Source: an optimization exercise on an open RTL-to-GDS flow (aim: small area, a short achievable clock period and few clock cycles). Production flows keep margins and buffers that such runs may drop. Where RTL was checked, it was by simulation tests only, not by an equivalence proof against the original.

## maxfinder
module maxfinder(clk, rst, start, x1, x2, x3, x4, eps, done, result);
make LEC_CHECK=0 CAP_MARGIN=20 CORE_MARGIN=2 CORE_UTILIZATION=40 SLEW_MARGIN=20 finish   # period 9.0 ns
run.sh (not shown) runs the stock make flow with config.mk's settings and CLKGATE_MAP_FILE= SYNTH_SCRIPT=/design/flow/synth_recipe.tcl, a recipe that flattens the netlist after the stock synthesis.
Testbench counts at the start, summed over its fixed seeds: cycles 4,587.
Then changed:
--- a/flow/design.v
+++ b/flow/design.v
@@ -1,22 +1,22 @@
 module maxfinder(clk, rst, start, x1, x2, x3, x4, eps, done, result);
 input clk, start, rst;
 input [4:0] x1, x2, x3, x4, eps;
 output reg done;
 output [4:0] result;
 reg busy;
 reg [3:0] v1, v2, v3, v4;
-wire signed [4:0] a1 = busy ? {1'b0, v1} : x1;
-wire signed [4:0] a2 = busy ? {1'b0, v2} : x2;
-wire signed [4:0] a3 = busy ? {1'b0, v3} : x3;
-wire signed [4:0] a4 = busy ? {1'b0, v4} : x4;
+wire signed [4:0] a1 = start ? x1 : {1'b0, v1};
+wire signed [4:0] a2 = start ? x2 : {1'b0, v2};
+wire signed [4:0] a3 = start ? x3 : {1'b0, v3};
+wire signed [4:0] a4 = start ? x4 : {1'b0, v4};
 wire [3:0] n1, n2, n3, n4;
 wire signed [6:0] t1 = a2 + a3 + a4;
 wire p1_1;
 assign p1_1 = eps[0] & t1[0];
 wire p1_2;
 assign p1_2 = eps[0] & t1[1];
 wire p1_3;
 assign p1_3 = eps[0] & t1[2];
 wire p1_4;
 assign p1_4 = eps[0] & t1[3];
 wire p1_5;
Result: Non-clock buffer count came out higher by 3; routed wire length is lower slightly; via count decreases slightly; utilization came out higher by 0.10 points.
The RTL of the second run of this note was laid out without a check of its function.


maxfinder, a different RTL version from the one above (not shown whole).
Size: ~810 cells after synthesis, ~34 I/O pins, roughly 6900 um^2 of cells after synthesis.
Settings: LEC_CHECK=0, CAP_MARGIN=20, CORE_MARGIN=2, CORE_UTILIZATION=40, SLEW_MARGIN=20; clock period 9.0 ns.
standard.sh (not shown) runs the stock make flow with config.mk's settings and CLKGATE_MAP_FILE= SYNTH_SCRIPT=/design/flow/synth_recipe.tcl, a recipe that flattens the netlist after the stock synthesis.
==> flow/flow/run.sh <==
#!/bin/bash
export BUFFER_PORTS_ARGS="-buffer_cell sky130_fd_sc_hd__buf_2"
cp standard.sh standard_copy.sh.txt
bash standard.sh > standard.log 2>&1
Testbench counts at the start, summed over its fixed seeds: cycles 3,431.
Next try:
--- a/flow/design.v
+++ b/flow/design.v
@@ -1,23 +1,22 @@
 module maxfinder(clk, rst, start, x1, x2, x3, x4, eps, done, result);
 input clk, start, rst;
 input [4:0] x1, x2, x3, x4, eps;
-output done;
+output reg done;
 output [4:0] result;
-reg active;    
-reg lx;        
+reg busy;
 reg [3:0] v1, v2, v3, v4;
-wire signed [4:0] a1 = active ? {1'b0, v1} : x1;
-wire signed [4:0] a2 = active ? {1'b0, v2} : x2;
-wire signed [4:0] a3 = active ? {1'b0, v3} : x3;
-wire signed [4:0] a4 = active ? {1'b0, v4} : x4;
+wire signed [4:0] a1 = busy ? {1'b0, v1} : x1;
+wire signed [4:0] a2 = busy ? {1'b0, v2} : x2;
+wire signed [4:0] a3 = busy ? {1'b0, v3} : x3;
+wire signed [4:0] a4 = busy ? {1'b0, v4} : x4;
 wire [3:0] n1, n2, n3, n4;
 wire signed [6:0] t1 = a2 + a3 + a4;
 wire p1_1;
 assign p1_1 = eps[0] & t1[0];
 wire p1_2;
 assign p1_2 = eps[0] & t1[1];
 wire p1_3;
 assign p1_3 = eps[0] & t1[2];
 wire p1_4;
 assign p1_4 = eps[0] & t1[3];
 wire p1_5;
@@ -778,38 +777,25 @@
 wire s4_s375;
 wire s4_c376;
 assign s4_s375 = s4_c342 ^ s4_c356 ^ s4_s357;
 assign s4_c376 = (s4_c342 & s4_c356) | (s4_c342 & s4_s357) | (s4_c356 & s4_s357);
 wire [10:0] s4__r0 = {s4_c374, s4_c372, s4_c370, s4_c368, s4_c366, s4_c364, s4_c362, s4_c360, p4_297, p4_284, p4_283};
 wire [10:0] s4__r1 = {s4_s375, s4_s373, s4_s371, s4_s369, s4_s367, s4_s365, s4_s363, s4_s361, s4_s359, p4_290, 1'b0};
 wire [10:0] s4_ = s4__r0 + s4__r1;
 assign n4 = s4_[10] ? 4'd0 : s4_[6:3];
 function lt2(input f1, f2, f3, f4);
     lt2 = !((f1 & (f2 | f3 | f4)) | (f2 & (f3 | f4)) | (f3 & f4));
 endfunction
-function eq2(input f1, f2, f3, f4);
-    eq2 = (f1 + f2 + f3 + f4) == 3'd2;
-endfunction
-wire z1 = |v1, z2 = |v2, z3 = |v3, z4 = |v4;
-wire g1 = (t1[6:4] == 3'd0) & (t1[3:0] < v1);
-wire g2 = (t2[6:4] == 3'd0) & (t2[3:0] < v2);
-wire g3 = (t3[6:4] == 3'd0) & (t3[3:0] < v3);
-wire g4 = (t4[6:4] == 3'd0) & (t4[3:0] < v4);
-wire q1 = (t1[6:4] == 3'd0) & (t1[3:0] == v1);
-wire q2 = (t2[6:4] == 3'd0) & (t2[3:0] == v2);
-wire q3 = (t3[6:4] == 3'd0) & (t3[3:0] == v3);
-wire q4 = (t4[6:4] == 3'd0) & (t4[3:0] == v4);
-wire tie = eq2(z1, z2, z3, z4) & ((z1 & q1) | (z2 & q2) | (z3 & q3) | (z4 & q4));
-wire short = eps[3] & (g1 | g2 | g3 | g4 | tie);
-wire k1 = lx ? z1 : g1;
-wire k2 = lx ? z2 : g2;
-wire k3 = lx ? z3 : g3;
-wire k4 = lx ? z4 : g4;
-assign done = active & (lx | short | lt2(z1, z2, z3, z4));
-assign result = ({5{k1}} & x1) | ({5{k2}} & x2) | ({5{k3}} & x3) | ({5{k4}} & x4);
+wire last = lt2(|a1, |a2, |a3, |a4) | lt2(|n1, |n2, |n3, |n4);
+wire run = start | busy;
 always @(posedge clk) begin
     v1 <= n1; v2 <= n2; v3 <= n3; v4 <= n4;
-    lx <= !active & lt2(|a1, |a2, |a3, |a4);
-    if (rst) active <= 1'b0;
-    else active <= active ? !done : start;
+    if (rst) begin
+        busy <= 1'b0;
+        done <= 1'b0;
+    end else begin
+        busy <= run & !last;
+        done <= run & last;
+    end
 end
+assign result = ({5{|v1}} & x1) | ({5{|v2}} & x2) | ({5{|v3}} & x3) | ({5{|v4}} & x4);
 endmodule
What happened: Core utilization rises by 0.69 points. Design area came out lower by about 5.4%. Count of clock-buffer cells in the layout stays the same. Area after synthesis shrinks by 5.6%. Sequential cell count does not change. Maximum frequency decreases by about 1.5%.
Testbench counts after the change, summed over its fixed seeds: cycles 4,587.


## red
Another version of the RTL of maxfinder (not shown whole).
Size: roughly 660 cells after synthesis, ~18 flip-flops, roughly 34 I/O pins.
export LEC_CHECK = 0
export CAP_MARGIN = 20
export CORE_MARGIN = 2
export CORE_UTILIZATION = 40
export SETUP_SLACK_MARGIN = 2.4
export SLEW_MARGIN = 20
export SYNTH_HIERARCHICAL = 1
export SYNTH_MINIMUM_KEEP_SIZE = 0
create_clock -name core_clock -period 9.0 [get_ports {clk}]
Scripts as last shown in full above: flow/flow/run.sh
red went all the way through the flow, and no timing, DRC or antenna check failed.
Testbench counts of red, summed over its fixed seeds: cycles 3,201.
Setup changes, red to blue
-- flow/design.v --
<<< red, line 6
reg active;    
reg ph2;       
reg [3:0] v1, v2, v3, v4;
wire signed [4:0] a1, a2, a3, a4;
>>> blue, line 6
reg active;    
reg ph2;       
reg lx;        
reg [3:0] v1, v2, v3, v4;
wire signed [4:0] a1, a2, a3, a4;
<<< red, line 687
endfunction
wire known = (eps[3] & eps[2] & eps[1]) | (eps[3] & eq2(z1, z2, z3, z4));
wire k1 = u1, k2 = u2, k3 = u3, k4 = u4;
wire lx = lt2(|x1, |x2, |x3, |x4);
assign done = active & (ph2 | lx | known | lt2(z1, z2, z3, z4));
assign result = ({5{k1}} & x1) | ({5{k2}} & x2) | ({5{k3}} & x3) | ({5{k4}} & x4);
always @(posedge clk) begin
    v1 <= n1; v2 <= n2; v3 <= n3; v4 <= n4;
    if (rst) begin
        active <= 1'b0;
>>> blue, line 688
endfunction
wire known = (eps[3] & eps[2] & eps[1]) | (eps[3] & eq2(z1, z2, z3, z4));
wire k1 = lx ? z1 : u1;
wire k2 = lx ? z2 : u2;
wire k3 = lx ? z3 : u3;
wire k4 = lx ? z4 : u4;
assign done = active & (ph2 | lx | known | lt2(z1, z2, z3, z4));
assign result = ({5{k1}} & x1) | ({5{k2}} & x2) | ({5{k3}} & x3) | ({5{k4}} & x4);
always @(posedge clk) begin
    v1 <= n1; v2 <= n2; v3 <= n3; v4 <= n4;
    lx <= !active & lt2(|a1, |a2, |a3, |a4);
    if (rst) begin
        active <= 1'b0;
Findings:
The flow did not stop early for blue: all stages ran, and the layout cleared the timing, DRC and antenna checks. Changes observed in blue relative to red: pre-CTS worst setup slack moved down; synthesis-to-finish area growth picked up an extra 0.69 points; cell count after synthesis higher; layout multi-input combinational cell count increased by 8 relative to the old numbers. blue vs. red: sequential share of the synthesized area higher, non-clock buffer count lower, die area higher. The run showing the greater sequential share of layout area is blue. blue leaves more setup margin than red.
Function not checked in blue: the RTL went through the layout flow alone.


== the reference run ==
Another version of the RTL of maxfinder (not shown whole).
Size: ~34 I/O pins, roughly 0.0070 mm² of cells after synthesis.
==> flow/design.v (excerpt) <==
module maxfinder(clk, rst, start, x1, x2, x3, x4, eps, done, result);
Settings: LEC_CHECK=0, CAP_MARGIN=20, CORE_MARGIN=2, CORE_UTILIZATION=40, SLEW_MARGIN=20; clock period 9.0 ns.
Scripts as last shown in full above: flow/flow/run.sh
The following lists how the trial run was set up differently from the reference run:
--- a/flow/design.v
+++ b/flow/design.v
@@ -1,18 +1,19 @@
 module maxfinder(clk, rst, start, x1, x2, x3, x4, eps, done, result);
 input clk, start, rst;
 input [4:0] x1, x2, x3, x4, eps;
 output done;
 output [4:0] result;
 reg active;    
+reg ph2;       
 reg lx;        
 reg [3:0] v1, v2, v3, v4;
 wire signed [4:0] a1 = active ? {1'b0, v1} : x1;
 wire signed [4:0] a2 = active ? {1'b0, v2} : x2;
 wire signed [4:0] a3 = active ? {1'b0, v3} : x3;
 wire signed [4:0] a4 = active ? {1'b0, v4} : x4;
 wire [3:0] n1, n2, n3, n4;
 wire signed [6:0] t1 = a2 + a3 + a4;
 wire p1_1;
 assign p1_1 = eps[0] & t1[0];
 wire p1_2;
 assign p1_2 = eps[0] & t1[1];
@@ -777,40 +778,44 @@
 assign s4_c374 = (s4_s341 & s4_c354) | (s4_s341 & s4_s355) | (s4_c354 & s4_s355);
 wire s4_s375;
 wire s4_c376;
 assign s4_s375 = s4_c342 ^ s4_c356 ^ s4_s357;
 assign s4_c376 = (s4_c342 & s4_c356) | (s4_c342 & s4_s357) | (s4_c356 & s4_s357);
 wire [10:0] s4__r0 = {s4_c374, s4_c372, s4_c370, s4_c368, s4_c366, s4_c364, s4_c362, s4_c360, p4_297, p4_284, p4_283};
 wire [10:0] s4__r1 = {s4_s375, s4_s373, s4_s371, s4_s369, s4_s367, s4_s365, s4_s363, s4_s361, s4_s359, p4_290, 1'b0};
 wire [10:0] s4_ = s4__r0 + s4__r1;
 assign n4 = s4_[10] ? 4'd0 : s4_[6:3];
 function lt2(input f1, f2, f3, f4);
     lt2 = !((f1 & (f2 | f3 | f4)) | (f2 & (f3 | f4)) | (f3 & f4));
 endfunction
-function eq2(input f1, f2, f3, f4);
-    eq2 = (f1 + f2 + f3 + f4) == 3'd2;
-endfunction
 wire z1 = |v1, z2 = |v2, z3 = |v3, z4 = |v4;
+wire g12 = v1 > v2, e12 = v1 == v2;
+wire g34 = v3 > v4, e34 = v3 == v4;
+wire [3:0] w12 = g12 ? v1 : v2;
+wire [3:0] w34 = g34 ? v3 : v4;
+wire gf = w12 > w34, ef = w12 == w34;
+wire [3:0] vmax = gf ? w12 : w34;
+wire u1 = gf & g12;
+wire u2 = gf & !g12 & !e12;
+wire u3 = !gf & !ef & g34;
+wire u4 = !gf & !ef & !g34 & !e34;
+wire uniq = u1 | u2 | u3 | u4;
 wire [5:0] sv = v1 + v2 + v3 + v4;
-wire g1 = {v1, 1'b0} > sv;
-wire g2 = {v2, 1'b0} > sv;
-wire g3 = {v3, 1'b0} > sv;
-wire g4 = {v4, 1'b0} > sv;
-wire q1 = {v1, 1'b0} == sv;
-wire q2 = {v2, 1'b0} == sv;
-wire q3 = {v3, 1'b0} == sv;
-wire q4 = {v4, 1'b0} == sv;
-wire tie = eq2(z1, z2, z3, z4) & ((z1 & q1) | (z2 & q2) | (z3 & q3) | (z4 & q4));
-wire short = eps[3] & (g1 | g2 | g3 | g4 | tie);
-wire k1 = lx ? z1 : g1;
-wire k2 = lx ? z2 : g2;
-wire k3 = lx ? z3 : g3;
-wire k4 = lx ? z4 : g4;
-assign done = active & (lx | short | lt2(z1, z2, z3, z4));
+wire known = eps[3] & (!uniq | ({vmax, 1'b0} > sv));
+wire k1 = lx ? z1 : u1;
+wire k2 = lx ? z2 : u2;
+wire k3 = lx ? z3 : u3;
+wire k4 = lx ? z4 : u4;
+assign done = active & (ph2 | lx | known | lt2(z1, z2, z3, z4));
 assign result = ({5{k1}} & x1) | ({5{k2}} & x2) | ({5{k3}} & x3) | ({5{k4}} & x4);
 always @(posedge clk) begin
     v1 <= n1; v2 <= n2; v3 <= n3; v4 <= n4;
     lx <= !active & lt2(|a1, |a2, |a3, |a4);
-    if (rst) active <= 1'b0;
-    else active <= active ? !done : start;
+    if (rst) begin
+        active <= 1'b0;
+        ph2 <= 1'b0;
+    end else begin
+        active <= active ? !done : start;
+        ph2 <= active & !done;
+    end
 end
 endmodule
[summary]
Overall fraction of global-route tracks in use: the trial run and the reference run compared, higher one is the reference run
| sequential share of cell area | the trial run vs the reference run | ≈ equal |
The lower non-clock buffer count came out of the reference run.
In the reports for the trial run and the reference run, the smaller post-synthesis sequential area ratio belongs to the reference run.
Total half-perimeter wirelength after legalization and detailed placement in the trial run is about 5% higher than in the reference run
The trial run against the reference run: core utilization fell by 0.42 points.
No run of this note included a check of the RTL's function; only the layout flow was run.


== lane 2 ==
maxfinder, a different RTL version from the one above (not shown whole).
Size: about 19 flip-flops, roughly 6800 µm² of cells after synthesis.
Design maxfinder, start of the top module:
module maxfinder(clk, rst, start, x1, x2, x3, x4, eps, done, result);
==> flow/config.mk <==
export PLATFORM = sky130hd
export DESIGN_NAME = maxfinder
export DESIGN_NICKNAME = maxfinder
export VERILOG_FILES = /design/flow/design.v
export SDC_FILE = /design/flow/constraint.sdc
export NUM_CORES = 4
export LEC_CHECK = 0
export CAP_MARGIN = 20
export CORE_MARGIN = 2
export CORE_UTILIZATION = 40
export SLEW_MARGIN = 20
export SYNTH_HIERARCHICAL = 1
export SYNTH_MINIMUM_KEEP_SIZE = 0
==> flow/constraint.sdc <==
create_clock -name core_clock -period 9.0 [get_ports {clk}]
set_input_delay 1.8000 -clock core_clock [delete_from_list [all_inputs] [get_ports {clk}]]
set_output_delay 1.8000 -clock core_clock [all_outputs]
set_load 0.01 [all_outputs]
Scripts as last shown in full above: flow/flow/run.sh
Lane 2 finished end to end and its layout was clean on timing, DRC and antenna.
Testbench counts of lane 2, summed over its fixed seeds: cycles 3,201.
Input-level comparison between lane 5 and lane 2:
diff --git a/flow/design.v b/flow/design.v
--- a/flow/design.v
+++ b/flow/design.v
@@ -637,17 +637,17 @@
 wire gf = w12 > w34, ef = w12 == w34;
 wire [3:0] vmax = gf ? w12 : w34;
 wire u1 = gf & g12;
 wire u2 = gf & !g12 & !e12;
 wire u3 = !gf & !ef & g34;
 wire u4 = !gf & !ef & !g34 & !e34;
 wire uniq = u1 | u2 | u3 | u4;
 wire [5:0] sv = v1 + v2 + v3 + v4;
-wire known = (eps[3] & eps[2] & eps[1]) | (eps[3] & (!uniq | ({vmax, 1'b0} > sv)));
+wire known = eps[3] & (!uniq | ({vmax, 1'b0} > sv));
 wire k1 = lx ? z1 : u1;
 wire k2 = lx ? z2 : u2;
 wire k3 = lx ? z3 : u3;
 wire k4 = lx ? z4 : u4;
 assign done = active & (ph2 | lx | known | lt2(z1, z2, z3, z4));
 assign result = ({5{k1}} & x1) | ({5{k2}} & x2) | ({5{k3}} & x3) | ({5{k4}} & x4);
 always @(posedge clk) begin
     v1 <= n1; v2 <= n2; v3 <= n3; v4 <= n4;
## What came out
A end of the critical path of v1[1]$_SDFF_PP0_ is what lane 5 shows, while done belongs to lane 2. The path type of the worst setup path comes out in2reg in one run and reg2out in the other, namely in lane 5 and lane 2 respectively. Worst slack at placement: lane 5 vs lane 2 down 80 ps. On sequential share of layout area, lane 2 tracks lane 5 almost exactly. Diff lane 2 -> lane 5: final period utilization down 1.5 points; netlist area before placement decreased about 1.5%; pin slew with the least headroom to its limit now sits lower. Changes observed in lane 5 relative to lane 2: area taken by multi-input logic gates shows a reduction of 66 µm²; final RePlAce weighted congestion was more or less identical; die footprint moved down; area of the core now smaller.
No functional check of the RTL was part of lane 5.

[re-timing with driven ports]
No port has a modelled driver above. Below, the same layouts with a new extraction and two added sets of constraints. Step 1: set_driving_cell puts a clkbuf_16 on clk and a buf_2 on each other input, an assumption about the parent block. Step 2 times the ports against the registers' clock, not the clock port: input delays grow and output delays shrink by t, the midpoint of the rising clock arrivals with the driver on. a / b / c = ideal / step 1 / step 2; a / b = the first two.
| run | shift t [ns] | slack for setup (ns) | worst hold slack (ns) | worst setup path after step 2 | pins driven straight from the clock port |
|---|---|---|---|---|---|
| the first run of note 1 | 0.286 | 0.867 / 0.876 / 0.590 | 0.708 / 0.708 / 0.708 | input to register | 1 |
| the second run of note 1 | 0.289 | 0.502 / 0.505 / 0.216 | 0.549 / 0.549 / 0.549 | input to register | 1 |
| the first run of note 2 | 0.299 | 1.319 / 1.292 / 1.158 | 0.814 / 0.814 / 0.814 | input to register | 1 |
| the second run of note 2 | 0.284 | 1.203 / 1.212 / 0.928 | 0.988 / 0.988 / 0.988 | input to register | 1 |
| red | 0.284 | 2.539 / 2.525 / 2.241 | 0.624 / 0.624 / 0.624 | input to register | 1 |
| blue | 0.284 | 2.562 / 2.571 / 2.286 | 0.549 / 0.549 / 0.549 | input to register | 1 |
| the reference run | 0.289 | 1.745 / 1.759 / 1.470 | 0.754 / 0.754 / 0.754 | input to register | 1 |
| the trial run | 0.299 | 1.407 / 1.424 / 1.125 | 0.534 / 0.534 / 0.534 | input to register | 1 |
| lane 2 | 0.295 | 2.009 / 1.973 / 1.915 | 0.591 / 0.591 / 0.591 | input to register | 1 |
| lane 5 | 0.286 | 2.142 / 2.149 / 1.863 | 0.636 / 0.636 / 0.636 | input to register | 1 |
After both steps setup and hold are still met in every run listed. The setup slack of red, which loses most, moves by -0.014 ns with the drivers and by -0.298 ns with both steps.
